This is an optimization exercise on Yosys and OpenROAD, whose aim is small area, not a production implementation.
Only simulation tests tie the RTL to the original design; equivalence was not proved.
Power and IR drop assume default switching activity.

<file path="flow/design.v">
module seg4(
	input [3:0] D,
	output [6:0] S
);
assign S[0] = (~D[3] & ~D[2] & ~D[1] & D[0]) | (D[2] & ~D[1] & ~D[0]);
assign S[1] = (D[2] & D[1] & ~D[0]) | (D[2] & ~D[1] & D[0]);
assign S[2] = (~D[2] & D[1] & ~D[0]);
assign S[3] = (D[2] & ~D[1] & ~D[0]) | (~D[3] & ~D[2] & ~D[1] & D[0]) | (D[2] & D[1] & D[0]);
assign S[4] = (D[2] & ~D[1]) | (D[0]);
assign S[5] = (~D[2] & D[1]) | (~D[3] & ~D[2] & D[0]) | (D[1] & D[0]);
assign S[6] = (~D[3] & ~D[2] & ~D[1]) | (D[2] & D[1] & D[0]);
endmodule
module seg3(
	input [2:0] D,
	output [6:0] S
);
assign S[0] = (~D[2] & ~D[1] & D[0]) | (D[2] & ~D[0]);
assign S[1] = (D[2] & D[0]);
assign S[2] = (D[1] & ~D[0]);
assign S[3] = (~D[2] & ~D[1] & D[0]) | (D[2] & ~D[0]);
assign S[4] = (D[0]) | (D[2]);
assign S[5] = (~D[2] & D[0]) | (D[1]);
assign S[6] = (~D[2] & ~D[1]);
endmodule
module seg2(
	input [1:0] D,
	output [6:0] S
);
assign S[0] = (D[0]);
assign S[1] = 1'b0;
assign S[2] = (D[1]);
assign S[3] = (D[0]);
assign S[4] = (D[0]);
assign S[5] = (D[0]) | (D[1]);
assign S[6] = (~D[1]);
endmodule
module segw(
	input [2:0] D,
	output [6:0] S
);
assign S[0] = (~D[2] & ~D[1]) | (~D[1] & ~D[0]);
assign S[1] = (D[2] & ~D[1] & D[0]) | (D[2] & D[1] & ~D[0]);
assign S[2] = (~D[2] & ~D[0]);
assign S[3] = (~D[2] & ~D[1]) | (D[2] & D[1] & D[0]) | (~D[1] & ~D[0]);
assign S[4] = (D[0]) | (~D[1]);
assign S[5] = (~D[2]) | (D[1] & D[0]);
assign S[6] = (~D[2] & ~D[1]) | (D[2] & D[1] & D[0]);
endmodule
module hour12(
	input [4:0] D,
	output [3:0] T
);
assign T[0] = (D[0]);
assign T[1] = (D[1]);
assign T[2] = (D[4] & ~D[2]) | (~D[4] & ~D[3] & D[2]);
assign T[3] = (D[4] & D[2]) | (D[3] & ~D[2]);
endmodule
module hourbcd(
	input [4:0] D,
	output [5:0] B
);
assign B[0] = (D[0]);
assign B[1] = (D[3] & D[2] & ~D[1]) | (~D[4] & ~D[3] & D[1]) | (D[4] & ~D[2] & ~D[1]) | (D[4] & D[2] & D[1]);
assign B[2] = (~D[4] & ~D[3] & D[2]) | (D[4] & ~D[2] & ~D[1]) | (~D[4] & D[2] & D[1]);
assign B[3] = (D[4] & ~D[2] & D[1]) | (D[3] & ~D[2] & ~D[1]);
assign B[4] = (D[3] & D[1]) | (D[4] & ~D[2]) | (D[3] & D[2]);
assign B[5] = (D[4] & D[2]);
endmodule
module inc10(
	input [3:0] D,
	output [3:0] N
);
assign N[0] = ~D[0];
assign N[1] = (D[1] ^ D[0]) & ~D[3];
assign N[2] = D[2] ^ (D[1] & D[0]);
assign N[3] = (D[3] & ~D[0]) | (D[2] & D[1] & D[0]);
endmodule
module inc6(
	input [2:0] D,
	output [2:0] N
);
assign N[0] = ~D[0];
assign N[1] = (D[1] ^ D[0]) & ~D[2];
assign N[2] = (D[2] & ~D[0]) | (D[1] & D[0]);
endmodule
module Digital_clock(
input clk_50M,
input rst,
input alarm_SW,
input MODE_SW,
input AH_key,
input AM_key,
input SW_hour,
output [3:0] led_mode,
output  [7:0] HEX0,
output  [7:0] HEX1,
output  [7:0] HEX2,
output  [7:0] HEX3,
output  [7:0] HEX4,
output  [7:0] HEX5,
output  [7:0] HEX6
);
reg [9:0] cnt;
wire tick3 = (cnt == 10'd814);	 
wire tick1 = (cnt == 10'd971);	 
always @(posedge clk_50M)
	if (rst)
		cnt <= 10'd421;
	else
		cnt <= {cnt[8:0], ~(cnt[9] ^ cnt[6] ^ tick3)};
reg [7:0] bc;
reg bl;
wire [8:0] bc_inc = {1'b0, bc} + 9'd1;
wire bwrap = (bc == 8'd251);
wire hold = (bc[7:3] == 5'd0) & ~(bc[2] & (bc[1] | bc[0]));
always @(posedge clk_50M)
	if (rst) begin
		bc <= 8'd0;
		bl <= 1'b0;
	end else begin
		bc <= bc_inc[7:0] | {5'd0, bc_inc[8], 1'b0, bc_inc[8]};
		bl <= bl ^ bwrap;
	end
reg [1:0] m0, m1, m2, m3;
always @(posedge clk_50M) begin
	m0[1] <= alarm_SW & ~rst;
	m0[0] <= MODE_SW;
	m1 <= m0;
	m2 <= m1;
	m3 <= m2;
end
assign led_mode = {m1[1] & m1[0], m1[1] & ~m1[0], ~m1[1] & m1[0], ~m1[1] & ~m1[0]};
reg [4:0] kh, km;
reg [2:0] sw;
always @(posedge clk_50M) begin
	kh <= {kh[3:0], AH_key};
	km <= {km[3:0], AM_key};
	sw <= {sw[1:0], SW_hour};
end
wire eh3 = ~kh[3] & kh[4];	 
wire em3 = ~km[3] & km[4];
wire eh2 = ~kh[2] & kh[3];	 
wire em2 = ~km[2] & km[3];
reg [3:0] s_o, m_o, am_o;
reg [2:0] s_t, m_t, am_t;
reg [4:0] h, ah;
wire set3 = ~m3[1] & m3[0];	 
wire run  = tick3 & ~set3;
wire seta = m3[1] & m3[0];	 
wire s9   = s_o[3] & s_o[0];
wire s59  = s9 & s_t[2] & s_t[0];
wire m9   = m_o[3] & m_o[0];
wire m59  = m9 & m_t[2] & m_t[0];
wire h23  = h[4] & h[2] & h[1] & h[0];
wire am9  = am_o[3] & am_o[0];
wire ah23 = ah[4] & ah[2] & ah[1] & ah[0];
wire s_inc  = run;
wire m_inc  = (run & s59) | (set3 & em3);
wire h_inc  = (run & s59 & m59) | (set3 & eh3);
wire am_inc = seta & em3;
wire ah_inc = seta & eh3;
wire [3:0] s_o1, m_o1, am_o1;
wire [2:0] s_t1, m_t1, am_t1;
inc10 u_is(.D(s_o), .N(s_o1));
inc6  u_its(.D(s_t), .N(s_t1));
inc10 u_im(.D(m_o), .N(m_o1));
inc6  u_itm(.D(m_t), .N(m_t1));
inc10 u_iam(.D(am_o), .N(am_o1));
inc6  u_itam(.D(am_t), .N(am_t1));
reg [3:0] ns_o, nm_o, nam_o;
reg [2:0] ns_t, nm_t, nam_t;
reg [4:0] nh, nah;
always @* begin
	ns_o = s_inc ? s_o1 : s_o;
	ns_t = (s_inc & s9) ? s_t1 : s_t;
	nm_o = m_inc ? m_o1 : m_o;
	nm_t = (m_inc & m9) ? m_t1 : m_t;
	nh = h_inc ? (h23 ? 5'd0 : h + 5'd1) : h;
	nam_o = am_inc ? am_o1 : am_o;
	nam_t = (am_inc & am9) ? am_t1 : am_t;
	nah = ah_inc ? (ah23 ? 5'd0 : ah + 5'd1) : ah;
	if (hold) begin
		ns_o = 4'd0; ns_t = 3'd0;
		nm_o = 4'd9; nm_t = 3'd5;
		nh = 5'd12;
		nam_o = 4'd9; nam_t = 3'd5;
		nah = 5'd21;
	end
end
always @(posedge clk_50M) begin
	s_o <= ns_o; s_t <= ns_t;
	m_o <= nm_o; m_t <= nm_t;
	h <= nh;
	am_o <= nam_o; am_t <= nam_t;
	ah <= nah;
end
wire ih = (set3 & eh3) | (~m2[1] & m2[0] & eh2);
wire im = (set3 & em3) | (~m2[1] & m2[0] & em2);
wire m58 = m_t[2] & m_t[0] & m_o[3] & ~m_o[0];
wire h22 = h[4] & h[2] & h[1] & ~h[0];
wire mok = im ? m58 : m59;
wire hok = ih ? h22 : h23;
wire wcarry = tick1 & ~(~m1[1] & m1[0]) & s59 & mok & hok;
reg [2:0] wk;
always @(posedge clk_50M)
	if (hold)
		wk <= 3'd1;
	else if (wcarry)
		wk <= (wk == 3'd7) ? 3'd1 : wk + 3'd1;
wire ns_lt6 = (ns_t == 3'd0) & ~ns_o[3] & ~(ns_o[2] & ns_o[1]);
wire nm0 = (nm_t == 3'd0) & (nm_o == 4'd0);
wire nal = (nah == nh) & (nam_t == nm_t) & (nam_o == nm_o);
wire blank = bl & ns_lt6 & (nal | nm0);
wire show_alarm = m3[1];
wire [3:0] h12;
hour12 u_h12(.D(h), .T(h12));
wire [4:0] dh = show_alarm ? ah : (sw[2] ? {1'b0, h12} : h);
wire [5:0] bh;
hourbcd u_bh(.D(dh), .B(bh));
wire [3:0] d0 = show_alarm ? 4'd0 : s_o;
wire [2:0] d1 = show_alarm ? 3'd0 : s_t;
wire [3:0] d2 = show_alarm ? am_o : m_o;
wire [2:0] d3 = show_alarm ? am_t : m_t;
wire [3:0] d4 = bh[3:0];
wire [1:0] d5 = bh[5:4];
wire [6:0] g0, g1, g2, g3, g4, g5, g6;
seg4 u_g0(.D(d0), .S(g0));
seg3 u_g1(.D(d1), .S(g1));
seg4 u_g2(.D(d2), .S(g2));
seg3 u_g3(.D(d3), .S(g3));
seg4 u_g4(.D(d4), .S(g4));
seg2 u_g5(.D(d5), .S(g5));
segw u_g6(.D(wk), .S(g6));
assign HEX0 = {1'b1, g0 | {7{blank}}};
assign HEX1 = {1'b1, g1 | {7{blank}}};
assign HEX2 = {1'b1, g2 | {7{blank}}};
assign HEX3 = {1'b1, g3 | {7{blank}}};
assign HEX4 = {1'b1, g4 | {7{blank}}};
assign HEX5 = {1'b1, g5 | {7{blank}}};
assign HEX6 = {1'b1, g6};
endmodule
</file>
<file path="flow/flow/run.sh">
#!/bin/bash
# Own layout flow: the standard synthesis, then its combinational logic
# re-mapped for area (registers, their names and cell types unchanged), then
# the standard ORFS layout from floorplan on.
set -euo pipefail
here=$(pwd)
R=$here/orfs/results/$FLOW_PLATFORM/Digital_clock/base

# 1. standard synthesis
bash standard.sh synth > "$here/log_synth.txt" 2>&1

# 2. area re-mapping of the combinational logic: ABC's deep synthesis with
#    twelve seeds, four at a time; the smallest netlist is kept.
cp "$R/1_2_yosys.v" "$here/std_1_2_yosys.v"
keep=$(grep -oE 'sky130_fd_sc_hd__(df|edf|sdf|dl)[a-z0-9_]*' "$here/std_1_2_yosys.v" | sort -u | tr '\n' ' ')
remap() {
  sed "s/&deepsyn -J 100/\&deepsyn -J 100 -S $1/" "$here/flow/area.abc" > "$here/area_$1.abc"
  RS_KEEP="$keep" RS_DONTUSE="$here/flow/dont_use.txt" RS_IN="$here/std_1_2_yosys.v" \
  RS_OUT="$here/resynth_$1.v" RS_TOP="$FLOW_TOP" RS_SCRIPT="$here/area_$1.abc" \
    yosys -c "$here/flow/resynth.tcl" > "$here/log_resynth_$1.txt" 2>&1
}
for s in 0 1 2 3; do remap $s & done; wait
for s in 4 5 6 7; do remap $s & done; wait
for s in 8 9 10 11; do remap $s & done; wait
best=$(for s in 0 1 2 3 4 5 6 7 8 9 10 11; do
  a=$(grep 'Chip area for top module' "$here/log_resynth_$s.txt" | tail -1 | awk '{print $NF}')
  if [ -n "$a" ]; then echo "$a $s"; fi
done | sort -g | head -1 | awk '{print $2}')
echo "seed $best" > "$here/resynth_choice.txt"
cp "$here/resynth_$best.v" "$R/1_2_yosys.v"
rm -f "$R/1_synth.odb" "$R/1_synth.sdc"

# 3. the rest of the standard flow, with small port buffers and a clock tree
#    of small buffers without dummy loads
bash standard.sh finish \
  "BUFFER_PORTS_ARGS=-buffer_cell sky130_fd_sc_hd__buf_1" \
  "CTS_ARGS=-sink_clustering_enable -repair_clock_nets -dont_use_dummy_load -buf_list sky130_fd_sc_hd__clkbuf_4 -sink_clustering_size 20 -sink_buffer_max_cap_derate 0.8" \
  > "$here/log_layout.txt" 2>&1
</file>
<file path="flow/flow/area.abc">
strash
&get -n
&deepsyn -J 100
&put
strash
&get -n
&dch -f
&nf -R 1000
&put
</file>
<file path="flow/flow/dont_use.txt">
sky130_fd_sc_hd__lpflow_bleeder_1
sky130_fd_sc_hd__lpflow_clkbufkapwr_1
sky130_fd_sc_hd__lpflow_clkbufkapwr_16
sky130_fd_sc_hd__lpflow_clkbufkapwr_2
sky130_fd_sc_hd__lpflow_clkbufkapwr_4
sky130_fd_sc_hd__lpflow_clkbufkapwr_8
sky130_fd_sc_hd__lpflow_clkinvkapwr_1
sky130_fd_sc_hd__lpflow_clkinvkapwr_16
sky130_fd_sc_hd__lpflow_clkinvkapwr_2
sky130_fd_sc_hd__lpflow_clkinvkapwr_4
sky130_fd_sc_hd__lpflow_clkinvkapwr_8
sky130_fd_sc_hd__lpflow_decapkapwr_12
sky130_fd_sc_hd__lpflow_decapkapwr_3
sky130_fd_sc_hd__lpflow_decapkapwr_4
sky130_fd_sc_hd__lpflow_decapkapwr_6
sky130_fd_sc_hd__lpflow_decapkapwr_8
sky130_fd_sc_hd__lpflow_inputiso0n_1
sky130_fd_sc_hd__lpflow_inputiso0p_1
sky130_fd_sc_hd__lpflow_inputiso1n_1
sky130_fd_sc_hd__lpflow_inputiso1p_1
sky130_fd_sc_hd__lpflow_inputisolatch_1
sky130_fd_sc_hd__lpflow_isobufsrc_1
sky130_fd_sc_hd__lpflow_isobufsrc_16
sky130_fd_sc_hd__lpflow_isobufsrc_2
sky130_fd_sc_hd__lpflow_isobufsrc_4
sky130_fd_sc_hd__lpflow_isobufsrc_8
sky130_fd_sc_hd__lpflow_isobufsrckapwr_16
sky130_fd_sc_hd__lpflow_lsbuf_lh_hl_isowell_tap_1
sky130_fd_sc_hd__lpflow_lsbuf_lh_hl_isowell_tap_2
sky130_fd_sc_hd__lpflow_lsbuf_lh_hl_isowell_tap_4
sky130_fd_sc_hd__lpflow_lsbuf_lh_isowell_4
sky130_fd_sc_hd__lpflow_lsbuf_lh_isowell_tap_1
sky130_fd_sc_hd__lpflow_lsbuf_lh_isowell_tap_2
sky130_fd_sc_hd__lpflow_lsbuf_lh_isowell_tap_4
sky130_fd_sc_hd__probe_p_8
sky130_fd_sc_hd__probec_p_8
</file>
<file path="flow/flow/resynth.tcl">
# Re-map the combinational logic of the standard synthesis for area.
# The flip-flops stay the cells (and names) the standard synthesis gave them.
yosys -import
set lib $::env(FLOW_HOME)/platforms/sky130hd/lib/sky130_fd_sc_hd__tt_025C_1v80.lib
read_liberty -overwrite -setattr liberty_cell -ignore_miss_func $lib
read_verilog $::env(RS_IN)
hierarchy -top $::env(RS_TOP)
setattr -mod -set keep_hierarchy 1 {*}$::env(RS_KEEP)
flatten
opt_clean -purge
set du {}
set f [open $::env(RS_DONTUSE)]
foreach c [split [string trim [read $f]] "\n"] { lappend du -dont_use $c }
close $f
abc -script $::env(RS_SCRIPT) -liberty $lib {*}$du
opt_clean -purge
hilomap -hicell sky130_fd_sc_hd__conb_1 HI -locell sky130_fd_sc_hd__conb_1 LO
splitnets
opt_clean -purge
insbuf -buf sky130_fd_sc_hd__buf_1 A X
check
stat -liberty $lib
blackbox =A:liberty_cell
write_verilog -noattr -nohex -nodec $::env(RS_OUT)
</file>
<file path="flow/standard.sh">
#!/bin/bash
# synth_recipe.tcl (not shown) runs the flow's synth.tcl, then flattens the netlist and writes it again
# the make line also repeats each setting of config.mk as NAME=value (left out here)
make -C /OpenROAD-flow-scripts/flow DESIGN_CONFIG=/design/flow/config.mk WORK_HOME=/design/flow/orfs CLKGATE_MAP_FILE= SYNTH_SCRIPT=/design/flow/synth_recipe.tcl "${@:-finish}"
</file>
<file path="flow/config.mk">
export PLATFORM = sky130hd
export DESIGN_NAME = Digital_clock
export DESIGN_NICKNAME = Digital_clock
export VERILOG_FILES = /design/flow/design.v
export SDC_FILE = /design/flow/constraint.sdc
export NUM_CORES = 4
export LEC_CHECK = 0
export ABC_AREA = 1
export CAP_MARGIN = 20
export CORE_MARGIN = 2
export CORE_UTILIZATION = 75
export PLACE_DENSITY = 0.85
export SLEW_MARGIN = 20
</file>
<file path="flow/constraint.sdc">
create_clock -name core_clock -period 10.0 [get_ports {clk_50M}]
set_input_delay 2.0000 -clock core_clock [delete_from_list [all_inputs] [get_ports {clk_50M}]]
set_output_delay 2.0000 -clock core_clock [all_outputs]
set_load 0.01 [all_outputs]
</file>
==> run_results.csv, run 1 <==
group,metric,value,unit
cts,cts-resized-gates,0,
logic_synthesis,syn_nets,423,
route,viasPerCell,6.12,
flow_run,drv_cap,0,
die,start_util,77.8,%
layout,antennaDiodeCount,0,
layout,drive_gt1_share,1.88,%
setup_path,crit_fanout,28,
route,wire_per_inst,14.4,um
die,io_pins,67,
layout,nNetsFinal,489,
place,hpwl,5.63,mm
route,drt-total-wl,7.67,mm
route,drt_iter0_drc,310,
global_routing,first_global_vias,2905,
pwr,power.total,0.477,mW
cts,clockRootBuffer,"clkbuf_4",
route,dr.pass1.iters,7,
global_routing,antenna_found_initial,0,
cts,path_clk_slew,120,ps
cts,clock_latency,440,ps
timing,finalSetupViolations,0,
timing,worst_pin_slew,1000,ps
timing,setup_tns,0,ps
cts,cts_tree,"yes",
logic_synthesis,netlist_area,3360,um2
die,rows,24,
pwr,power.density,129,nW/um2
global_routing,grt_pass1_wl,13.0,mm
setup_path,crit_start,"m3[1]",
setup_path,critPathRequiredTime,8000,ps
cts,post-cts-setup-buffers,0,
setup_path,critPathKind,"flop to output pin",
place,place.gp.congestion,0.923,
setup_path,cp-end-kind,"output pin",
timing,rsz0062_at_grt,"no",
logic_synthesis,avgSynthCellArea,8.09,um2
die,coreArea,4320,um2
setup_path,r2r-start,"m3[1]",
timing,post-route-min-period,8440,ps
setup_path,critPathCapture,"HEX0[3]",
die,die-area,5040,um2
min_path,min_path_type,"flop to flop",
timing,slew_viol_final,0,
logic_synthesis,ys_warn_count,1,
timing,hold_viol,0,
pwr,max-vdd-ir-drop,0.124,mV
pwr,total_leakage_power,1.40,nW
global_routing,gr-usage-all-layers,32.2,%
cts,clockBufferDepth,2,
setup_path,reg2reg_depth,9,
layout,area_delta_synth_final,10.1,%
route,num_vias,3258,
timing,finalCritPeriodShare,84.4,%
timing,max_freq,0.118,GHz
die,die_h,71.0,um
cts,cts_inserted_buffers,9,
setup_path,worstPathArrival,6440,ps
cts,hold_buffers,0,
place,io_buffer_count,59,
timing,relSlewSlack,33.0,%
logic_synthesis,syn_inst,416,
timing,fin_worst_skew,48.8,ps
setup_path,worstReg2RegEnd,"m_t[2]",
setup_path,ff2ff_setup_slack,6130,ps
cts,clock-sinks,74,
global_routing,grt_max_degree,29,
route,drtAntennaViolNets,0,
cts,htreeDepth,3,
setup_path,cp-start-kind,"flop",
route,drc,0,
min_path,hold_start,"km[1]",
timing,holdWs,315,ps
die,die_w,71.0,um
outcome,status,"no timing/DRC/antenna violations",
global_routing,gr-total-overflow,0,
## worst min-delay path by stage
stage	to	slack, ps	cells past startpoint
final	km[2]	310	0
after global routing	km[2]	310	0
after CTS	km[2]	320	0
after detailed placement	sw[1]	310	0
after global placement	sw[1]	310	0
after floorplan	kh[1]	310	0
## power by group
part           switching (mW)  total [mW]  internal [mW]
clock                  0.0865       0.128         0.0417
combinational          0.0240      0.0378         0.0138
sequential            0.00764       0.311          0.303
## layer usage
| layer | global-route usage, % | up-vias | part of all wire, % |
|---|---|---|---|
| met3 | 8.69 | 27 | 7.1 |
| met2 | 51.7 | 151 | 46 |
| li1 | - | 1602 | - |
| met1 | 40.7 | 1478 | 43 |
| met4 | 14.9 | 0 | 3.4 |
| met5 | 0 | - | 0 |
## cell type report
type                    count  area [um2]
clock buffers               9        67.6
fillers                   269         621
inverters                  12        45.0
multi-input cells         326        1820
flip-flops and latches     74        1480
well taps                  52        65.1
repair buffers             59         221
## stage by stage
step                      worst slack, ps  instances  cell area (um2)  util [%]
after floorplan                      3390        416             3360         -
after global placement               2650        523             3640      84.1
after detailed placement             2220        523             3640      84.1
after CTS                            1730        532             3700      85.6
after global routing                  967        532             3700      85.6
final                                1560        532             3700      85.6
## sequential cells by signal, indices dropped and copies added, names as in the netlist
signal	flops
ah	5
am_o	4
am_t	3
bc	8
bl	1
cnt	10
h	5
kh	5
km	5
m0	2
m1	2
m2	2
m3	2
m_o	4
m_t	3
s_o	4
s_t	3
sw	3
wk	3
## cells in the final DEF (no fill, tap or decap), types with 5 or more instances in the layout
master    count
nor3_1       14
or2_0         8
buf_1        59
nand2_1      52
and3_1        6
clkbuf_4      9
nand4_1       5
mux2i_1       5
nand3_1      20
nor2_1       43
and2_0        9
o21ai_0      26
conb_1        7
nand2b_1      8
clkinv_1     12
xor2_1        5
nor2b_1      12
o21a_1        7
dfxtp_1      74
xnor2_1       9
a21oi_1      33
## worst max-delay path, cell delays in order, from the launching register on
cell and delay, ps:
dfxtp_1 1000, clkinv_1 490, a21oi_1 380, and2_0 470, and3_1 270, a21oi_1 130, nor2b_1 350, and2_0 280
a21oi_1 110, o21ai_0 200, xnor2_1 170, nand4_1 100, nor4_1 200, o311ai_0 210, o41ai_1 120, nand3_1 630
clkinv_1 430, nor2_1 100, o21ai_0 100, nand2b_1 130, buf_1 150
==> run 2, diff against run 1 <==
--- a/flow/flow/run.sh
+++ b/flow/flow/run.sh
@@ -36,3 +36,3 @@
   "BUFFER_PORTS_ARGS=-buffer_cell sky130_fd_sc_hd__buf_1" \
-  "CTS_ARGS=-sink_clustering_enable -repair_clock_nets -dont_use_dummy_load -buf_list sky130_fd_sc_hd__clkbuf_4 -sink_clustering_size 20 -sink_buffer_max_cap_derate 0.8" \
+  "CTS_ARGS=-sink_clustering_enable -repair_clock_nets -dont_use_dummy_load -buf_list {sky130_fd_sc_hd__clkbuf_4 sky130_fd_sc_hd__clkbuf_8} -sink_clustering_size 20" \
   > "$here/log_layout.txt" 2>&1
==> run 2 against run 1 <==
Compared with the run above: still clean; worst hold slack improved by 4.2 ps; sequential cell count did not move; count of clock-buffer cells in the layout did not move; worst setup slack improved by 38 ps; sequential power barely moved; sequential share of layout area fell by 0.60 points; routed wire length rose by 6.4%; non-clock buffer count did not move; global-route usage rose by 0.89 points; synthesized cell count did not move; critical path type unchanged; critical endpoint unchanged; highest routed layer unchanged.
==> run_results.csv, run 2 <==
group,metric,value,unit
setup_path,crit_fanout,28,
pwr,p_sw,0.125,mW
cts,clock_latency,360,ps
timing,hold_viol,0,
cts,path_clk_slew,80,ps
cts,cts-resized-gates,0,
route,num_vias,3283,
cts,cts_inserted_buffers,9,
setup_path,slowest_stage,"dfxtp_1",
layout,fillers,255,
cts,hold_buffers,0,
min_path,min_path_type,"flop to flop",
setup_path,crit_path_cell_trace,"clkinv_1 > a21oi_1 > and2_0 > and3_1 > a21oi_1 > nor2b_1 > and2_0 > a21oi_1 > o21ai_0 > xnor2_1 > nand4_1 > nor4_1 > o311ai_0 > o41ai_1 > nand3_1 > clkinv_1 > nor2_1 > o21ai_0 > nand2b_1 > buf_1",
setup_path,path_delay_family,"simple AND/OR/NAND/NOR gates",
min_path,hold_start,"kh[0]",
cts,post-cts-setup-buffers,0,
timing,finalSetupViolations,0,
route,wire_per_inst,15.3,um
route,viasPerCell,6.17,
place,hpwl,5.63,mm
route,drtAntennaViolNets,0,
pwr,clkPwrFrac,33.2,%
pwr,internal-power,0.397,mW
cts,clockRootBuffer,"clkbuf_8",
cts,cts_tree,"yes",
logic_synthesis,ys_warn_count,1,
die,coreArea,4320,um2
global_routing,gr-usage-all-layers,33.1,%
layout,register_area,1480,um2
global_routing,first_global_vias,2940,
setup_path,critPathKind,"flop to output pin",
global_routing,antenna_found_initial,0,
layout,fin_util,87.0,%
timing,worst_slack,1600,ps
setup_path,critPathCapture,"HEX0[3]",
layout,nNetsFinal,489,
layout,mostFrequentLayoutCell,"dfxtp_1",
die,io_pins,67,
die,die_w,71.0,um
setup_path,cp-end-kind,"output pin",
setup_path,crit_buf_inv,3,
cts,htreeDepth,3,
timing,worst_pin_slew,1020,ps
layout,mostFrequentLayoutCells,"dfxtp_1, buf_1, nand2_1",
pwr,total_leakage_power,1.42,nW
layout,antennaDiodeCount,0,
setup_path,worstPathArrival,6400,ps
outcome,status,"no timing/DRC/antenna violations",
timing,fin_worst_skew,31.0,ps
pwr,power_frac_seq,59.5,%
setup_path,r2r-start,"m3[1]",
logic_synthesis,syn_inst,416,
layout,drive_gt1_share,1.88,%
layout,largest_reg_flops,10,
cts,clockBufferDepth,2,
route,dr.pass1.iters,5,
setup_path,crit_top_cell,"a21oi_1",
die,die-area,5040,um2
cts,clock-sinks,74,
global_routing,gr-total-overflow,0,
die,rows,24,
pwr,max-vdd-ir-drop,0.149,mV
die,start_util,77.8,%
setup_path,ff2ff_setup_slack,6140,ps
setup_path,worstReg2RegEnd,"m_o[1]",
timing,finalCritPeriodShare,84.0,%
layout,area_delta_synth_final,11.8,%
global_routing,grt_max_degree,29,
timing,post-route-min-period,8400,ps
timing,max_freq,0.119,GHz
timing,holdWs,319,ps
layout,multi_input_area,1820,um2
pwr,power_frac_comb,7.3,%
place,io_buffer_count,59,
timing,setup_tns,0,ps
timing,slew_viol_final,0,
route,drc,0,
layout,largest-register,"cnt",
die,die_h,71.0,um
timing,relSlewSlack,32.1,%
timing,rsz0062_at_grt,"no",
min_path,min_path_cells,0,
pwr,swShare,24.0,%
logic_synthesis,avgSynthCellArea,8.09,um2
setup_path,cp.depth,20,
setup_path,critPathRequiredTime,8000,ps
route,drt-total-wl,8.16,mm
route,routed.top_layer,"met4",
logic_synthesis,syn_nets,423,
global_routing,grt_pass1_wl,13.2,mm
logic_synthesis,netlist_area,3360,um2
setup_path,reg2reg_depth,10,
route,drt_iter0_drc,407,
route,wl_met3,636,um
layout,top_regs,"cnt x10, bc x8",
flow_run,drv_cap,0,
place,dp_slack,2220,ps
route,wl_met2,3.84,mm
setup_path,cp-start-kind,"flop",
setup_path,crit_start,"m3[1]",
pwr,power.density,139,nW/um2
setup_path,max_stage_delay,990,ps
route,met1_length,3.42,mm
place,place.gp.congestion,0.923,
==> run 2: cell count changes in the layout (fill, tap and decap cells not counted) <==
cell      delta
clkbuf_4     -9
clkbuf_8     +9
==> run 2: worst min-delay path by stage <==
stage | slack, ps | endpoint
floorplan | 310 | kh[1]
CTS | 320 | kh[1]
global placement | 310 | sw[1]
global route | 320 | kh[1]
finish | 320 | kh[1]
detailed placement | 310 | sw[1]
==> run 2: layer usage <==
| metal | vias to the layer above | global-route usage, % |
|---|---|---|
| met1 | 1509 | 40.6 |
| met3 | 27 | 8.12 |
| li1 | 1591 | - |
| met4 | 0 | 15.7 |
| met5 | - | 0 |
| met2 | 156 | 54.8 |
==> run 2: worst reg2reg max path, cell delays in order, from the launching register on <==
cell and delay [ps]:
dfxtp_1 990, clkinv_1 510, a21oi_1 390, and2_0 460, and3_1 270, a21oi_1 120
nor2b_1 330, and2_0 270, nor2_1 70, o21ai_0 170, nor2_1 110
==> run 2: cell type report <==
class                           count  share of cell area [%]
Multi-Input combinational cell    326                    48.5
Sequential cell                    74                    39.4
Timing Repair Buffer               59                    5.89
Clock buffer                        9                    3.29
Tap cell                           52                    1.73
Inverter                           12                    1.20
==> run 2: stage by stage <==
stage	cell area [um2]	total power, mW	instances
floorplan	3360	0.342	416
global placement	3640	0.353	523
detailed placement	3640	0.354	523
CTS	3760	0.521	532
global route	3760	0.537	532
finish	3760	0.522	532
==> run 2: power by group through the flow <==
stage	combinational (mW)	clock, mW	sequential [mW]
6_report	0.0382	0.173	0.311
4_1_cts	0.0374	0.173	0.311
5_1_grt	0.0423	0.182	0.312
3_3_place_gp	0.0359	0	0.317
2_1_floorplan	0.0268	0	0.315
3_5_place_dp	0.0369	0	0.317
==> run 3, diff against run 2 <==
--- a/flow/flow/run.sh
+++ b/flow/flow/run.sh
@@ -36,3 +36,3 @@
   "BUFFER_PORTS_ARGS=-buffer_cell sky130_fd_sc_hd__buf_1" \
-  "CTS_ARGS=-sink_clustering_enable -repair_clock_nets -dont_use_dummy_load -buf_list {sky130_fd_sc_hd__clkbuf_4 sky130_fd_sc_hd__clkbuf_8} -sink_clustering_size 20" \
+  "CTS_ARGS=-sink_clustering_enable -repair_clock_nets -dont_use_dummy_load -buf_list sky130_fd_sc_hd__clkbuf_4 -sink_clustering_size 20" \
   > "$here/log_layout.txt" 2>&1
==> run 3 against run 2 <==
Compared with the run above: power down 8.8%; sequential share of layout area up 0.60 points; die area unchanged.
==> run_results.csv, run 3 <==
group,metric,value,unit
timing,slew_viol_final,0,
layout,antennaDiodeCount,0,
logic_synthesis,syn_inst,416,
layout,largest-register,"cnt",
pwr,total_leakage_power,1.40,nW
die,die_w,71.0,um
place,place.gp.congestion,0.923,
layout,area_delta_synth_final,10.1,%
pwr,power.total,0.477,mW
route,drtAntennaViolNets,0,
setup_path,cp-start-kind,"flop",
layout,drive_gt1_share,1.88,%
cts,clockBufferDepth,2,
min_path,min_path_cells,0,
setup_path,crit_fanout,28,
pwr,max-vdd-ir-drop,0.124,mV
place,hpwl,5.63,mm
timing,max_freq,0.118,GHz
setup_path,critPathKind,"flop to output pin",
route,viasPerCell,6.12,
timing,rsz0062_at_grt,"no",
timing,fin_worst_skew,48.8,ps
setup_path,cp-end-kind,"output pin",
setup_path,reg2reg_depth,9,
timing,setup_tns,0,ps
timing,post-route-min-period,8440,ps
route,num_vias,3258,
die,io_pins,67,
die,rows,24,
logic_synthesis,syn_nets,423,
cts,clock-sinks,74,
setup_path,crit_buf_inv,3,
cts,cts_tree,"yes",
cts,post-cts-setup-buffers,0,
timing,hold_viol,0,
layout,top_regs,"cnt x10, bc x8",
logic_synthesis,avgSynthCellArea,8.09,um2
pwr,power.density,129,nW/um2
setup_path,max_stage_delay,1000,ps
layout,fillers,269,
layout,nNetsFinal,489,
die,die_h,71.0,um
global_routing,antenna_found_initial,0,
die,die-area,5040,um2
global_routing,grt_max_degree,29,
setup_path,slowest_stage,"dfxtp_1",
logic_synthesis,ys_warn_count,1,
place,dp_slack,2220,ps
timing,worst_slack,1560,ps
timing,relSlewSlack,33.0,%
cts,cts_inserted_buffers,9,
cts,hold_buffers,0,
global_routing,first_global_vias,2905,
outcome,status,"no timing/DRC/antenna violations",
route,drt_iter0_drc,310,
global_routing,grt_pass1_wl,13.0,mm
timing,worst_pin_slew,1000,ps
global_routing,gr-usage-all-layers,32.2,%
cts,path_clk_slew,120,ps
min_path,min_path_type,"flop to flop",
layout,mostFrequentLayoutCells,"dfxtp_1, buf_1, nand2_1",
logic_synthesis,netlist_area,3360,um2
layout,design_area,3700,um2
global_routing,gr-total-overflow,0,
setup_path,crit_path_cell_trace,"clkinv_1 > a21oi_1 > and2_0 > and3_1 > a21oi_1 > nor2b_1 > and2_0 > a21oi_1 > o21ai_0 > xnor2_1 > nand4_1 > nor4_1 > o311ai_0 > o41ai_1 > nand3_1 > clkinv_1 > nor2_1 > o21ai_0 > nand2b_1 > buf_1",
timing,finalCritPeriodShare,84.4,%
route,dr.pass1.iters,7,
cts,clockRootBuffer,"clkbuf_4",
cts,cts-resized-gates,0,
route,drt-total-wl,7.67,mm
route,wire_per_inst,14.4,um
die,coreArea,4320,um2
setup_path,path_delay_family,"simple AND/OR/NAND/NOR gates",
timing,holdWs,315,ps
cts,clock_latency,440,ps
min_path,hold_start,"km[1]",
min_path,hold_end,"km[2]",
route,drc,0,
setup_path,critPathRequiredTime,8000,ps
setup_path,crit_top_cell,"a21oi_1",
setup_path,r2r-start,"m3[1]",
place,placed_cell_area,3640,um2
setup_path,ff2ff_setup_slack,6130,ps
flow_run,drv_cap,0,
layout,largest_reg_flops,10,
die,start_util,77.8,%
layout,mostFrequentLayoutCell,"dfxtp_1",
setup_path,worstPathArrival,6440,ps
cts,htreeDepth,3,
timing,finalSetupViolations,0,
place,io_buffer_count,59,
setup_path,worstReg2RegEnd,"m_t[2]",
## run 3: cell type report
class,count,area [um2],area share [%]
Multi-Input combinational cell,326,1820,49.2
Timing Repair Buffer,59,221,5.98
Sequential cell,74,1480,40.0
Clock buffer,9,67.6,1.82
Tap cell,52,65.1,1.76
Inverter,12,45.0,1.22
## run 3: worst max-delay path by stage
stage | startpoint | to | slack (ps) | depth (start not counted)
detailed placement | m3[1] | HEX0[3] | 2220 | 20
finish | m3[1] | HEX0[3] | 1560 | 20
floorplan | m3[1] | HEX3[3] | 3390 | 18
global route | m3[1] | HEX0[3] | 970 | 20
global placement | m3[1] | HEX0[3] | 2650 | 20
CTS | m3[1] | HEX0[3] | 1730 | 20
## run 3: through the flow
stage	cells	utilization, %
after floorplan	416	-
after global placement	523	84.1
after detailed placement	523	84.1
after CTS	532	85.6
after global routing	532	85.6
final	532	85.6
## run 3: report_power, final
part | total [mW] | leakage (nW) | switching [mW] | internal (mW)
clock network | 0.128 | 0.0414 | 0.0865 | 0.0417
registers | 0.311 | 0.608 | 0.00764 | 0.303
logic | 0.0378 | 0.748 | 0.0240 | 0.0138
total | 0.477 | 1.40 | 0.118 | 0.359
## run 3: layer usage
metal | GRT usage [%] | wire length (um) | part of all wire (%) | vias up
met4 | 14.9 | 260 | 3.4 | 0
met2 | 51.7 | 3550 | 46 | 151
met3 | 8.69 | 544 | 7.1 | 27
met5 | 0 | 0 | 0 | -
met1 | 40.7 | 3320 | 43 | 1478
li1 | - | - | - | 1602
==> run 4, diff against run 3 <==
--- a/flow/design.v
+++ b/flow/design.v
@@ -12,14 +12,2 @@
 endmodule
-module seg3(
-	input [2:0] D,
-	output [6:0] S
-);
-assign S[0] = (~D[2] & ~D[1] & D[0]) | (D[2] & ~D[0]);
-assign S[1] = (D[2] & D[0]);
-assign S[2] = (D[1] & ~D[0]);
-assign S[3] = (~D[2] & ~D[1] & D[0]) | (D[2] & ~D[0]);
-assign S[4] = (D[0]) | (D[2]);
-assign S[5] = (~D[2] & D[0]) | (D[1]);
-assign S[6] = (~D[2] & ~D[1]);
-endmodule
 module seg2(
@@ -36,14 +24,2 @@
 endmodule
-module segw(
-	input [2:0] D,
-	output [6:0] S
-);
-assign S[0] = (~D[2] & ~D[1]) | (~D[1] & ~D[0]);
-assign S[1] = (D[2] & ~D[1] & D[0]) | (D[2] & D[1] & ~D[0]);
-assign S[2] = (~D[2] & ~D[0]);
-assign S[3] = (~D[2] & ~D[1]) | (D[2] & D[1] & D[0]) | (~D[1] & ~D[0]);
-assign S[4] = (D[0]) | (~D[1]);
-assign S[5] = (~D[2]) | (D[1] & D[0]);
-assign S[6] = (~D[2] & ~D[1]) | (D[2] & D[1] & D[0]);
-endmodule
 module hour12(
@@ -68,18 +44,52 @@
 endmodule
-module inc10(
-	input [3:0] D,
-	output [3:0] N
-);
-assign N[0] = ~D[0];
-assign N[1] = (D[1] ^ D[0]) & ~D[3];
-assign N[2] = D[2] ^ (D[1] & D[0]);
-assign N[3] = (D[3] & ~D[0]) | (D[2] & D[1] & D[0]);
-endmodule
-module inc6(
+module seg3j(
 	input [2:0] D,
-	output [2:0] N
-);
-assign N[0] = ~D[0];
-assign N[1] = (D[1] ^ D[0]) & ~D[2];
-assign N[2] = (D[2] & ~D[0]) | (D[1] & D[0]);
+	output [6:0] S
+);
+assign S[0] = (D[1] & ~D[0]) | (~D[1] & D[0]);
+assign S[1] = (D[2] & ~D[1]);
+assign S[2] = (~D[2] & D[1]);
+assign S[3] = (D[1] & ~D[0]) | (~D[1] & D[0]);
+assign S[4] = (~D[1] & D[0]) | (D[2]);
+assign S[5] = (D[0]);
+assign S[6] = (~D[2] & ~D[1]);
+endmodule
+module seg4n(
+	input [3:0] D,
+	output [6:0] S
+);
+assign S[0] = (D[3] & D[0]);
+assign S[1] = (~D[3] & ~D[0]);
+assign S[2] = (D[3] & D[1] & ~D[0]);
+assign S[3] = (D[3] & ~D[2]) | (D[3] & D[0]);
+assign S[4] = (~D[2] & D[1]) | (D[3] & D[0]) | (D[3] & ~D[1]);
+assign S[5] = (D[3] & D[1]) | (D[3] & ~D[0]);
+assign S[6] = (D[2] & D[0]) | (~D[2] & ~D[1] & ~D[0]);
+endmodule
+module onesfb(
+	input [3:0] D,
+	output [0:0] F
+);
+assign F[0] = (D[3] & ~D[1] & ~D[0]) | (~D[3] & D[0]);
+endmodule
+module onesflags(
+	input [3:0] D,
+	output [3:0] F
+);
+assign F[0] = (~D[2] & D[1] & D[0]);
+assign F[1] = (~D[3] & D[2] & D[1]);
+assign F[2] = (~D[3] & ~D[2] & ~D[1]);
+assign F[3] = (D[2] & D[0]) | (D[1] & ~D[0]) | (D[3] & D[0]) | (D[3] & D[2]);
+endmodule
+module segwl(
+	input [2:0] D,
+	output [6:0] S
+);
+assign S[0] = (~D[2] & D[0]);
+assign S[1] = (D[2] & D[1]);
+assign S[2] = (~D[2] & ~D[0]);
+assign S[3] = (~D[2] & D[0]) | (~D[1] & ~D[0]);
+assign S[4] = (D[0]) | (~D[1]);
+assign S[5] = (~D[2] & ~D[0]) | (~D[1]);
+assign S[6] = (~D[2] & ~D[1]) | (~D[1] & ~D[0]);
 endmodule
@@ -149,8 +159,12 @@
 wire seta = m3[1] & m3[0];	 
-wire s9   = s_o[3] & s_o[0];
-wire s59  = s9 & s_t[2] & s_t[0];
-wire m9   = m_o[3] & m_o[0];
-wire m59  = m9 & m_t[2] & m_t[0];
+wire [3:0] sf, mf, amf;
+onesflags u_fs(.D(s_o), .F(sf));
+onesflags u_fm(.D(m_o), .F(mf));
+onesflags u_fam(.D(am_o), .F(amf));
+wire s9   = sf[0];
+wire s59  = s9 & s_t[2] & ~s_t[1];
+wire m9   = mf[0];
+wire m59  = m9 & m_t[2] & ~m_t[1];
 wire h23  = h[4] & h[2] & h[1] & h[0];
-wire am9  = am_o[3] & am_o[0];
+wire am9  = amf[0];
 wire ah23 = ah[4] & ah[2] & ah[1] & ah[0];
@@ -161,10 +175,12 @@
 wire ah_inc = seta & eh3;
-wire [3:0] s_o1, m_o1, am_o1;
-wire [2:0] s_t1, m_t1, am_t1;
-inc10 u_is(.D(s_o), .N(s_o1));
-inc6  u_its(.D(s_t), .N(s_t1));
-inc10 u_im(.D(m_o), .N(m_o1));
-inc6  u_itm(.D(m_t), .N(m_t1));
-inc10 u_iam(.D(am_o), .N(am_o1));
-inc6  u_itam(.D(am_t), .N(am_t1));
+wire s_f, m_f, am_f;
+onesfb u_is(.D(s_o), .F(s_f));
+onesfb u_im(.D(m_o), .F(m_f));
+onesfb u_iam(.D(am_o), .F(am_f));
+wire [3:0] s_o1 = {s_o[2:0], s_f};
+wire [3:0] m_o1 = {m_o[2:0], m_f};
+wire [3:0] am_o1 = {am_o[2:0], am_f};
+wire [2:0] s_t1 = {s_t[1:0], ~s_t[2]};
+wire [2:0] m_t1 = {m_t[1:0], ~m_t[2]};
+wire [2:0] am_t1 = {am_t[1:0], ~am_t[2]};
 reg [3:0] ns_o, nm_o, nam_o;
@@ -182,6 +198,6 @@
 	if (hold) begin
-		ns_o = 4'd0; ns_t = 3'd0;
-		nm_o = 4'd9; nm_t = 3'd5;
+		ns_o = 4'd7; ns_t = 3'd0;
+		nm_o = 4'd3; nm_t = 3'b100;
 		nh = 5'd12;
-		nam_o = 4'd9; nam_t = 3'd5;
+		nam_o = 4'd3; nam_t = 3'b100;
 		nah = 5'd21;
@@ -198,3 +214,3 @@
 wire im = (set3 & em3) | (~m2[1] & m2[0] & em2);
-wire m58 = m_t[2] & m_t[0] & m_o[3] & ~m_o[0];
+wire m58 = m_t[2] & ~m_t[1] & mf[2];
 wire h22 = h[4] & h[2] & h[1] & ~h[0];
@@ -208,5 +224,8 @@
 	else if (wcarry)
-		wk <= (wk == 3'd7) ? 3'd1 : wk + 3'd1;
-wire ns_lt6 = (ns_t == 3'd0) & ~ns_o[3] & ~(ns_o[2] & ns_o[1]);
-wire nm0 = (nm_t == 3'd0) & (nm_o == 4'd0);
+		wk <= {wk[1:0], wk[2] ^ wk[1]};
+wire [3:0] nsf, nmf;
+onesflags u_fns(.D(ns_o), .F(nsf));
+onesflags u_fnm(.D(nm_o), .F(nmf));
+wire ns_lt6 = ~ns_t[2] & ~ns_t[0] & nsf[3];
+wire nm0 = ~nm_t[2] & ~nm_t[0] & nmf[1];
 wire nal = (nah == nh) & (nam_t == nm_t) & (nam_o == nm_o);
@@ -219,3 +238,3 @@
 hourbcd u_bh(.D(dh), .B(bh));
-wire [3:0] d0 = show_alarm ? 4'd0 : s_o;
+wire [3:0] d0 = show_alarm ? 4'd7 : s_o;
 wire [2:0] d1 = show_alarm ? 3'd0 : s_t;
@@ -226,9 +245,9 @@
 wire [6:0] g0, g1, g2, g3, g4, g5, g6;
-seg4 u_g0(.D(d0), .S(g0));
-seg3 u_g1(.D(d1), .S(g1));
-seg4 u_g2(.D(d2), .S(g2));
-seg3 u_g3(.D(d3), .S(g3));
+seg4n u_g0(.D(d0), .S(g0));
+seg3j u_g1(.D(d1), .S(g1));
+seg4n u_g2(.D(d2), .S(g2));
+seg3j u_g3(.D(d3), .S(g3));
 seg4 u_g4(.D(d4), .S(g4));
 seg2 u_g5(.D(d5), .S(g5));
-segw u_g6(.D(wk), .S(g6));
+segwl u_g6(.D(wk), .S(g6));
 assign HEX0 = {1'b1, g0 | {7{blank}}};
--- a/flow/flow/run.sh
+++ b/flow/flow/run.sh
@@ -36,3 +36,3 @@
   "BUFFER_PORTS_ARGS=-buffer_cell sky130_fd_sc_hd__buf_1" \
-  "CTS_ARGS=-sink_clustering_enable -repair_clock_nets -dont_use_dummy_load -buf_list sky130_fd_sc_hd__clkbuf_4 -sink_clustering_size 20" \
+  "CTS_ARGS=-sink_clustering_enable -repair_clock_nets -dont_use_dummy_load -buf_list sky130_fd_sc_hd__clkbuf_4 -sink_clustering_size 20 -sink_buffer_max_cap_derate 0.5" \
   > "$here/log_layout.txt" 2>&1
==> run 4 against run 3 <==
Compared with the run above: combinational power up 5%; register-to-register slack improved by 1200 ps; count of clock-buffer cells in the layout is the same; first-iteration DRC count is 23% lower; critical endpoint is now HEX1[3]; critical path depth is 3 lower; sequential power barely moved; still clean; critical path type unchanged.
==> run_results.csv, run 4 <==
group,metric,value,unit
outcome,status,"no timing/DRC/antenna violations",
place,hpwl,5.67,mm
cts,cts-resized-gates,0,
timing,relSlewSlack,41.7,%
timing,worst_pin_slew,874,ps
route,dr.pass1.iters,4,
timing,rsz0062_at_grt,"no",
logic_synthesis,ys_warn_count,1,
cts,clockRootBuffer,"clkbuf_4",
cts,cts_tree,"yes",
route,drt_iter0_drc,238,
min_path,min_path_type,"flop to flop",
pwr,power.density,131,nW/um2
cts,cts_inserted_buffers,9,
setup_path,critPathRequiredTime,8000,ps
die,coreArea,4260,um2
place,place.gp.congestion,0.915,
logic_synthesis,syn_inst,398,
timing,post-route-min-period,7480,ps
route,drtAntennaViolNets,0,
die,start_util,76.8,%
setup_path,r2r-start,"cnt[3]",
layout,largest_reg_flops,10,
global_routing,antenna_found_initial,0,
timing,slew_viol_final,0,
logic_synthesis,avgSynthCellArea,8.22,um2
die,die_w,70.1,um
die,io_pins,67,
pwr,total_leakage_power,1.38,nW
layout,antennaDiodeCount,0,
timing,max_freq,0.134,GHz
layout,top_regs,"cnt x10, bc x8",
route,num_vias,3048,
place,io_buffer_count,59,
layout,mostFrequentLayoutCells,"dfxtp_1, buf_1, nand2_1",
die,die_h,70.1,um
route,drt-total-wl,7.58,mm
global_routing,grt_pass1_wl,12.4,mm
setup_path,crit_start,"cnt[3]",
global_routing,gr-total-overflow,0,
setup_path,cp-start-kind,"flop",
global_routing,first_global_vias,2814,
logic_synthesis,netlist_area,3270,um2
timing,finalCritPeriodShare,74.8,%
cts,clock_latency,410,ps
layout,area_delta_synth_final,10.6,%
route,wire_per_inst,14.7,um
die,die-area,4910,um2
die,rows,24,
setup_path,cp-end-kind,"output pin",
layout,largest-register,"cnt",
timing,setup_tns,0,ps
route,viasPerCell,5.92,
layout,nNetsFinal,472,
global_routing,grt_max_degree,32,
layout,drive_gt1_share,2.16,%
cts,clockBufferDepth,2,
min_path,hold_start,"kh[0]",
cts,hold_buffers,0,
timing,finalSetupViolations,0,
setup_path,critPathKind,"flop to output pin",
setup_path,worstPathArrival,5480,ps
setup_path,crit_fanout,31,
layout,mostFrequentLayoutCell,"dfxtp_1",
layout,fin_util,84.9,%
route,drc,0,
logic_synthesis,syn_nets,405,
timing,fin_worst_skew,28.8,ps
pwr,max-vdd-ir-drop,0.120,mV
flow_run,drv_cap,0,
cts,clock-sinks,74,
cts,post-cts-setup-buffers,0,
timing,hold_viol,0,
global_routing,gr-usage-all-layers,31.8,%
cts,htreeDepth,3,
cts,path_clk_slew,120,ps
## run 4: layer usage
metal / GRT usage, % / routed length [um] / up-vias
li1: - / - / 1504
met1: 38.0 / 3040 / 1395
met2: 54.4 / 3750 / 131
met3: 5.92 / 610 / 18
met4: 16.5 / 174 / 0
met5: 0 / 0 / -
## run 4: per-stage QoR
| step | hold WS (ps) | cell area (um2) | power (mW) | instances | worst slack [ps] |
|---|---|---|---|---|---|
| floorplan | 310 | 3270 | 0.342 | 398 | 3380 |
| global placement | 310 | 3550 | 0.352 | 506 | 3610 |
| detailed placement | 316 | 3550 | 0.355 | 506 | 3090 |
| CTS | 327 | 3620 | 0.475 | 515 | 2640 |
| global route | 323 | 3620 | 0.491 | 515 | 2150 |
| finish | 324 | 3620 | 0.475 | 515 | 2520 |
## run 4: worst paths after layout
kind                  end  slack [ps]  cells after the start
setup reg to reg   m_t[0]        7310                      8
setup / recovery  HEX1[3]        2520                     17
hold / removal      kh[1]         320                      0
hold reg to reg     kh[1]         320                      0
## run 4: critical path, cell delays in order (launching register included)
cell	delay, ps
dfxtp_1	360
nand4_1	130
nor4_1	430
nand2_1	180
nor2_1	220
a31oi_1	240
nor3_1	570
o21ai_0	170
a21oi_1	270
xnor2_1	150
nand4_1	120
a2111oi_0	470
a31oi_1	180
or4_1	970
clkinv_1	240
a31oi_1	70
o21ai_0	120
buf_1	180
## run 4: area by class of cell
type / instances / area, um2
Timing Repair Buffer: 60 / 229
Clock buffer: 9 / 67.6
Multi-Input combinational cell: 300 / 1700
Inverter: 20 / 75.1
Tap cell: 52 / 65.1
Fill cell: 264 / 644
Sequential cell: 74 / 1480
## run 4: power by group
part           switching [mW]  leakage [nW]  internal [mW]
registers             0.00545         0.608          0.303
logic                  0.0253         0.735         0.0144
clock network          0.0849        0.0414         0.0419
total                   0.116          1.38          0.359
==> run 5, diff against run 4 <==
--- a/flow/flow/run.sh
+++ b/flow/flow/run.sh
@@ -36,3 +36,3 @@
   "BUFFER_PORTS_ARGS=-buffer_cell sky130_fd_sc_hd__buf_1" \
-  "CTS_ARGS=-sink_clustering_enable -repair_clock_nets -dont_use_dummy_load -buf_list sky130_fd_sc_hd__clkbuf_4 -sink_clustering_size 20 -sink_buffer_max_cap_derate 0.5" \
+  "CTS_ARGS=-sink_clustering_enable -repair_clock_nets -dont_use_dummy_load -buf_list sky130_fd_sc_hd__clkbuf_4 -sink_clustering_size 20" \
   > "$here/log_layout.txt" 2>&1
==> run 5 against run 4 <==
Compared with the run above: first-iteration DRC count unchanged; clock power barely moved; core utilization unchanged; critical path depth did not move; maximum frequency unchanged; non-clock buffer count stayed put; worst hold slack unchanged; final cell count is the same; sequential power barely moved; area after synthesis is the same; design area did not move; power unchanged; critical endpoint unchanged.
==> run_results.csv, run 5 <==
group,metric,value,unit
timing,holdWs,324,ps
setup_path,worstReg2RegEnd,"m_t[0]",
die,start_util,76.8,%
timing,finalSetupViolations,0,
setup_path,reg2reg_depth,8,
cts,htreeDepth,3,
min_path,min_path_cells,0,
cts,clockBufferDepth,2,
flow_run,drv_cap,0,
route,drtAntennaViolNets,0,
pwr,total_leakage_power,1.38,nW
place,io_buffer_count,59,
cts,post-cts-setup-buffers,0,
logic_synthesis,avgSynthCellArea,8.22,um2
die,die_h,70.1,um
timing,post-route-min-period,7480,ps
layout,largest-register,"cnt",
logic_synthesis,netlist_area,3270,um2
global_routing,grt_pass1_wl,12.4,mm
timing,fin_worst_skew,28.8,ps
die,rows,24,
global_routing,gr-usage-all-layers,31.8,%
layout,mostFrequentLayoutCell,"dfxtp_1",
route,wl_met2,3.75,mm
timing,hold_viol,0,
die,io_pins,67,
die,coreArea,4260,um2
logic_synthesis,syn_inst,398,
global_routing,antenna_found_initial,0,
setup_path,ff2ff_setup_slack,7310,ps
layout,nNetsFinal,472,
layout,drive_gt1_share,2.16,%
cts,hold_buffers,0,
setup_path,crit_fanout,31,
cts,path_clk_slew,120,ps
timing,setup_tns,0,ps
timing,rsz0062_at_grt,"no",
cts,cts_inserted_buffers,9,
setup_path,critPathKind,"flop to output pin",
min_path,min_path_type,"flop to flop",
route,drt_iter0_drc,238,
pwr,max-vdd-ir-drop,0.120,mV
cts,clock-sinks,74,
setup_path,cp-start-kind,"flop",
setup_path,critPathRequiredTime,8000,ps
global_routing,first_global_vias,2814,
place,place.gp.congestion,0.915,
layout,area_delta_synth_final,10.6,%
cts,clockRootBuffer,"clkbuf_4",
timing,relSlewSlack,41.7,%
route,wl_met3,610,um
route,met1_length,3.04,mm
timing,worst_pin_slew,874,ps
setup_path,worstPathArrival,5480,ps
global_routing,gr-total-overflow,0,
setup_path,r2r-start,"cnt[3]",
layout,mostFrequentLayoutCells,"dfxtp_1, buf_1, nand2_1",
route,viasPerCell,5.92,
logic_synthesis,ys_warn_count,1,
route,drc,0,
place,hpwl,5.67,mm
outcome,status,"no timing/DRC/antenna violations",
layout,largest_reg_flops,10,
setup_path,cp-end-kind,"output pin",
global_routing,grt_max_degree,32,
route,dr.pass1.iters,4,
die,die_w,70.1,um
timing,slew_viol_final,0,
cts,cts-resized-gates,0,
layout,antennaDiodeCount,0,
route,wire_per_inst,14.7,um
cts,cts_tree,"yes",
route,drt-total-wl,7.58,mm
die,die-area,4910,um2
route,num_vias,3048,
route,routed.top_layer,"met4",
logic_synthesis,syn_nets,405,
timing,max_freq,0.134,GHz
pwr,power.density,131,nW/um2
setup_path,crit_start,"cnt[3]",
min_path,hold_end,"kh[1]",
min_path,hold_start,"kh[0]",
cts,clock_latency,410,ps
layout,top_regs,"cnt x10, bc x8",
timing,finalCritPeriodShare,74.8,%
## run 5: worst max path at each step
stage | slack, ps | to
floorplan | 3380 | HEX1[3]
global placement | 3610 | HEX1[3]
detailed placement | 3090 | HEX1[0]
CTS | 2640 | HEX1[0]
global route | 2150 | HEX1[0]
finish | 2520 | HEX1[3]
## run 5: layer usage
layer / track usage, % / vias to the layer above
met2: 54.4 / 131
li1: - / 1504
met5: 0 / -
met1: 38.0 / 1395
met3: 5.92 / 18
met4: 16.5 / 0
## run 5: stage by stage
step	setup WS [ps]	std cells	power, mW	utilization, %	area, um2
6_report	2520	515	0.475	84.9	3620
3_3_place_gp	3610	506	0.352	83.3	3550
4_1_cts	2640	515	0.475	84.9	3620
5_1_grt	2150	515	0.491	84.9	3620
2_1_floorplan	3380	398	0.342	-	3270
3_5_place_dp	3090	506	0.355	83.3	3550
## run 5: area by class of cell
type                            instances  area, um2
Tap cell                               52       65.1
Multi-Input combinational cell        300       1700
Fill cell                             264        644
Clock buffer                            9       67.6
Inverter                               20       75.1
Timing Repair Buffer                   60        229
Sequential cell                        74       1480
## run 5: where the power goes
part | internal, mW | leakage (nW) | total, mW | switching [mW]
Clock | 0.0419 | 0.0414 | 0.127 | 0.0849
Combinational | 0.0144 | 0.735 | 0.0397 | 0.0253
Sequential | 0.303 | 0.608 | 0.309 | 0.00545
## run 5: worst max-delay path, cell delays in order (launching register included)
cell,delay [ps]
dfxtp_1,360
nand4_1,130
nor4_1,430
nand2_1,180
nor2_1,220
a31oi_1,240
nor3_1,570
o21ai_0,170
a21oi_1,270
xnor2_1,150
nand4_1,120
a2111oi_0,470
a31oi_1,180
or4_1,970
clkinv_1,240
a31oi_1,70
o21ai_0,120
buf_1,180
==> run 6, diff against run 5 <==
--- a/flow/flow/run.sh
+++ b/flow/flow/run.sh
@@ -36,3 +36,3 @@
   "BUFFER_PORTS_ARGS=-buffer_cell sky130_fd_sc_hd__buf_1" \
-  "CTS_ARGS=-sink_clustering_enable -repair_clock_nets -dont_use_dummy_load -buf_list sky130_fd_sc_hd__clkbuf_4 -sink_clustering_size 20" \
+  "CTS_ARGS=-sink_clustering_enable -repair_clock_nets -dont_use_dummy_load -buf_list {sky130_fd_sc_hd__clkbuf_4 sky130_fd_sc_hd__clkbuf_8} -sink_clustering_size 20" \
   > "$here/log_layout.txt" 2>&1
==> run 6 against run 5 <==
Compared with the run above: final cell count unchanged; critical path type unchanged; critical path depth unchanged; global-route usage up 0.51 points; maximum frequency up 0.66%; power up 9.7%; sequential power about the same; register-to-register slack better by 20 ps; clock skew down 11 ps; sequential cell count unchanged; via count up 2.1%; sequential share of layout area down 0.63 points.
==> run_results.csv, run 6 <==
group,metric,value,unit
cts,htreeDepth,3,
route,viasPerCell,6.04,
layout,top_regs,"cnt x10, bc x8",
min_path,min_path_type,"flop to flop",
timing,post-route-min-period,7430,ps
global_routing,antenna_found_initial,0,
route,dr.pass1.iters,6,
pwr,clkPwrFrac,33.1,%
setup_path,worstPathArrival,5430,ps
global_routing,first_global_vias,2850,
logic_synthesis,syn_nets,405,
pwr,power_frac_comb,7.7,%
layout,area_delta_synth_final,12.3,%
timing,worst_pin_slew,869,ps
timing,slew_viol_final,0,
layout,fin_util,86.2,%
layout,register_area,1480,um2
die,rows,24,
route,wire_per_inst,15.1,um
layout,mostFrequentLayoutCell,"dfxtp_1",
min_path,min_path_cells,0,
pwr,max-vdd-ir-drop,0.149,mV
die,die_h,70.1,um
place,placed_cell_area,3550,um2
logic_synthesis,avgSynthCellArea,8.22,um2
place,hpwl,5.67,mm
outcome,status,"no timing/DRC/antenna violations",
layout,largest-register,"cnt",
global_routing,gr-usage-all-layers,32.3,%
setup_path,crit_buf_inv,2,
layout,final_cells,515,
place,io_buffer_count,59,
layout,antennaDiodeCount,0,
cts,clockBufferDepth,2,
timing,max_freq,0.135,GHz
route,drt_iter0_drc,287,
timing,setup_tns,0,ps
setup_path,crit_path_cell_trace,"nand4_1 > nor4_1 > nand2_1 > nor2_1 > a31oi_1 > nor3_1 > o21ai_0 > a21oi_1 > xnor2_1 > nand4_1 > a2111oi_0 > a31oi_1 > or4_1 > clkinv_1 > a31oi_1 > o21ai_0 > buf_1",
timing,finalSetupViolations,0,
setup_path,r2r-start,"cnt[3]",
cts,post-cts-setup-buffers,0,
layout,mostFrequentLayoutCells,"dfxtp_1, buf_1, nand2_1",
route,drc,0,
die,io_pins,67,
setup_path,critPathRequiredTime,8000,ps
layout,nNetsFinal,472,
layout,fillers,249,
route,drtAntennaViolNets,0,
layout,multi_input_area,1700,um2
min_path,hold_start,"km[1]",
cts,path_clk_slew,80,ps
pwr,p_sw,0.123,mW
route,num_vias,3112,
timing,hold_viol,0,
place,dp_slack,3090,ps
cts,clock_latency,350,ps
timing,rsz0062_at_grt,"no",
route,drt-total-wl,7.77,mm
timing,worst_slack,2570,ps
layout,drive_gt1_share,2.16,%
timing,relSlewSlack,42.1,%
setup_path,cp-end-kind,"output pin",
setup_path,ff2ff_setup_slack,7330,ps
setup_path,cp-start-kind,"flop",
setup_path,max_stage_delay,970,ps
timing,fin_worst_skew,17.6,ps
die,start_util,76.8,%
setup_path,crit_fanout,31,
setup_path,reg2reg_depth,8,
setup_path,path_delay_family,"simple AND/OR/NAND/NOR gates",
global_routing,grt_pass1_wl,12.6,mm
global_routing,gr-total-overflow,0,
pwr,power.density,142,nW/um2
pwr,swShare,23.6,%
timing,finalCritPeriodShare,74.3,%
layout,design_area,3680,um2
cts,clockRootBuffer,"clkbuf_8",
cts,cts_inserted_buffers,9,
logic_synthesis,ys_warn_count,1,
pwr,total_leakage_power,1.41,nW
min_path,hold_end,"km[2]",
logic_synthesis,netlist_area,3270,um2
setup_path,critPathKind,"flop to output pin",
setup_path,worstReg2RegEnd,"m_t[1]",
flow_run,drv_cap,0,
cts,cts-resized-gates,0,
pwr,internal-power,0.398,mW
setup_path,slowest_stage,"or4_1",
logic_synthesis,syn_inst,398,
place,place.gp.congestion,0.915,
cts,cts_tree,"yes",
place,placed_cells,506,
cts,hold_buffers,0,
setup_path,crit_top_cell,"a31oi_1",
layout,largest_reg_flops,10,
pwr,power_frac_seq,59.3,%
global_routing,grt_max_degree,32,
cts,clock-sinks,74,
die,die_w,70.1,um
die,coreArea,4260,um2
die,die-area,4910,um2
[run 6: worst reg2reg max path, delay by kind of cell (launching register included)]
kind               cells  cell delay, ps
and+or+nand+nor        6            1620
DFF                    1             350
muxes                  1             330
AOI/OAI and AO/OA      1             240
[run 6: power by group through the flow]
stage | sequential, mW | clock, mW | combinational (mW)
global placement | 0.314 | 0 | 0.0376
global route | 0.310 | 0.181 | 0.0439
detailed placement | 0.315 | 0 | 0.0394
CTS | 0.309 | 0.172 | 0.0395
finish | 0.309 | 0.172 | 0.0399
floorplan | 0.314 | 0 | 0.0272
[run 6: final cells by class]
class,instances,area share [%]
clock buffer,9,3.37
inverter,20,2.04
multi-input combinational,300,46.3
sequential,74,40.3
tap,52,1.77
timing repair buffer,60,6.23
[run 6: worst max-delay path by stage]
| stage | startpoint | endpoint | slack (ps) | cells past startpoint |
|---|---|---|---|---|
| floorplan | m3[1] | HEX1[3] | 3380 | 16 |
| global placement | cnt[9] | HEX1[3] | 3610 | 17 |
| detailed placement | cnt[9] | HEX1[0] | 3090 | 17 |
| CTS | cnt[9] | HEX1[0] | 2700 | 17 |
| global route | cnt[9] | HEX1[0] | 2240 | 17 |
| finish | cnt[3] | HEX1[3] | 2570 | 17 |
[run 6: per-stage QoR]
stage / power, mW / hold slack [ps]
after floorplan: 0.342 / 310
after global placement: 0.352 / 310
after detailed placement: 0.355 / 316
after CTS: 0.520 / 334
after global routing: 0.535 / 334
final: 0.521 / 332
[run 6: per-layer routing]
| layer | routed length, um | GRT usage [%] | vias up |
|---|---|---|---|
| met5 | 0 | 0 | - |
| met1 | 3120 | 38.3 | 1435 |
| met3 | 536 | 7.22 | 34 |
| met2 | 3860 | 56.5 | 140 |
| li1 | - | - | 1503 |
| met4 | 252 | 13.0 | 0 |
==> run 7, diff against run 6 <==
--- a/flow/flow/run.sh
+++ b/flow/flow/run.sh
@@ -33,3 +33,3 @@
 # 3. the rest of the standard flow, with small port buffers and a clock tree
-#    of small buffers without dummy loads
+#    of small buffers (clkbuf_4 or clkbuf_8) without dummy loads
 bash standard.sh finish \
==> run 7 against run 6 <==
Compared with the run above: routed wire length did not move; still clean; worst hold slack did not move; maximum frequency did not move; largest cell class unchanged; synthesized cell count did not move.
==> run_results.csv, run 7 <==
group,metric,value,unit
pwr,power.density,142,nW/um2
route,viasPerCell,6.04,
setup_path,critPathRequiredTime,8000,ps
timing,worst_pin_slew,869,ps
global_routing,first_global_vias,2850,
pwr,max-vdd-ir-drop,0.149,mV
timing,finalSetupViolations,0,
cts,htreeDepth,3,
place,dp_slack,3090,ps
layout,final_cells,515,
die,io_pins,67,
timing,finalCritPeriodShare,74.3,%
cts,clockBufferDepth,2,
route,drc,0,
layout,mostFrequentLayoutCell,"dfxtp_1",
logic_synthesis,ys_warn_count,1,
cts,hold_buffers,0,
logic_synthesis,netlist_area,3270,um2
setup_path,critPathCapture,"HEX1[3]",
cts,clockRootBuffer,"clkbuf_8",
setup_path,cp-start-kind,"flop",
die,coreArea,4260,um2
cts,clock-sinks,74,
timing,hold_viol,0,
timing,slew_viol_final,0,
die,start_util,76.8,%
min_path,hold_start,"km[1]",
min_path,min_path_type,"flop to flop",
layout,mostFrequentLayoutCells,"dfxtp_1, buf_1, nand2_1",
layout,antennaDiodeCount,0,
timing,post-route-min-period,7430,ps
layout,area_delta_synth_final,12.3,%
global_routing,grt_max_degree,32,
setup_path,ff2ff_setup_slack,7330,ps
route,drt_iter0_drc,287,
route,num_vias,3112,
cts,path_clk_slew,80,ps
die,die_w,70.1,um
timing,setup_tns,0,ps
flow_run,drv_cap,0,
route,drt-total-wl,7.77,mm
route,drtAntennaViolNets,0,
place,io_buffer_count,59,
logic_synthesis,avgSynthCellArea,8.22,um2
setup_path,worstReg2RegEnd,"m_t[1]",
layout,largest-register,"cnt",
layout,multi_input_area,1700,um2
global_routing,antenna_found_initial,0,
global_routing,grt_pass1_wl,12.6,mm
timing,rsz0062_at_grt,"no",
layout,nNetsFinal,472,
cts,cts_inserted_buffers,9,
layout,drive_gt1_share,2.16,%
route,wire_per_inst,15.1,um
pwr,power.total,0.521,mW
timing,relSlewSlack,42.1,%
global_routing,gr-total-overflow,0,
cts,cts-resized-gates,0,
layout,fillers,249,
layout,register_area,1480,um2
layout,largest_reg_flops,10,
cts,cts_tree,"yes",
outcome,status,"no timing/DRC/antenna violations",
die,rows,24,
layout,fin_util,86.2,%
route,dr.pass1.iters,6,
setup_path,reg2reg_depth,8,
place,hpwl,5.67,mm
pwr,total_leakage_power,1.41,nW
setup_path,cp-end-kind,"output pin",
layout,top_regs,"cnt x10, bc x8",
setup_path,critPathKind,"flop to output pin",
place,placed_cells,506,
setup_path,r2r-start,"cnt[3]",
timing,worst_slack,2570,ps
cts,clock_latency,350,ps
cts,post-cts-setup-buffers,0,
logic_synthesis,syn_nets,405,
global_routing,gr-usage-all-layers,32.3,%
setup_path,worstPathArrival,5430,ps
timing,fin_worst_skew,17.6,ps
timing,max_freq,0.135,GHz
die,die-area,4910,um2
die,die_h,70.1,um
logic_synthesis,syn_inst,398,
place,place.gp.congestion,0.915,
setup_path,crit_start,"cnt[3]",
setup_path,crit_fanout,31,
[run 7: cell counts in the layout (fill, tap and decap cells not counted)]
No cell type changed its count.
[run 7: final cells by class]
class                   instances  area share, %
clock buffers                   9           3.37
inverters                      20           2.04
multi-input cells             300           46.3
flip-flops and latches         74           40.3
well taps                      52           1.77
repair buffers                 60           6.23
[run 7: critical path: stages, from the launching register on]
cell and delay (ps):
dfxtp_1 350, nand4_1 130, nor4_1 450, nand2_1 180, nor2_1 220, a31oi_1 240
nor3_1 570, o21ai_0 160, a21oi_1 260, xnor2_1 160, nand4_1 120, a2111oi_0 500
a31oi_1 170, or4_1 970, clkinv_1 240, a31oi_1 70, o21ai_0 130, buf_1 180
[run 7: power breakdown]
part	switching [mW]	internal (mW)
clock network	0.0921	0.0802
logic	0.0255	0.0144
registers	0.00551	0.303
total	0.123	0.398
[run 7: stage by stage]
| step | cell area, um2 | hold WS, ps |
|---|---|---|
| detailed placement | 3550 | 316 |
| global route | 3680 | 334 |
| floorplan | 3270 | 310 |
| global placement | 3550 | 310 |
| CTS | 3680 | 334 |
| finish | 3680 | 332 |
[run 7: how the worst min path moves through the flow]
stage	end	slack, ps	cells past startpoint
after floorplan	kh[1]	310	0
after global placement	sw[1]	310	0
after detailed placement	km[2]	320	0
after CTS	km[2]	330	0
after global routing	kh[1]	330	0
final	km[2]	330	0
[run 7: layer usage]
metal | vias to the layer above | track usage [%] | routed length, um
met2 | 140 | 56.5 | 3860
met1 | 1435 | 38.3 | 3120
met5 | - | 0 | 0
met4 | 0 | 13.0 | 252
met3 | 34 | 7.22 | 536
li1 | 1503 | - | -

Check on run 7: ideal ports give 2.569 ns setup slack; a clkbuf_16 on the clock port and buf_2 on the inputs give 2.541 ns; moving port delays by the midpoint clock arrival (0.366 ns) as well gives 2.907 ns.
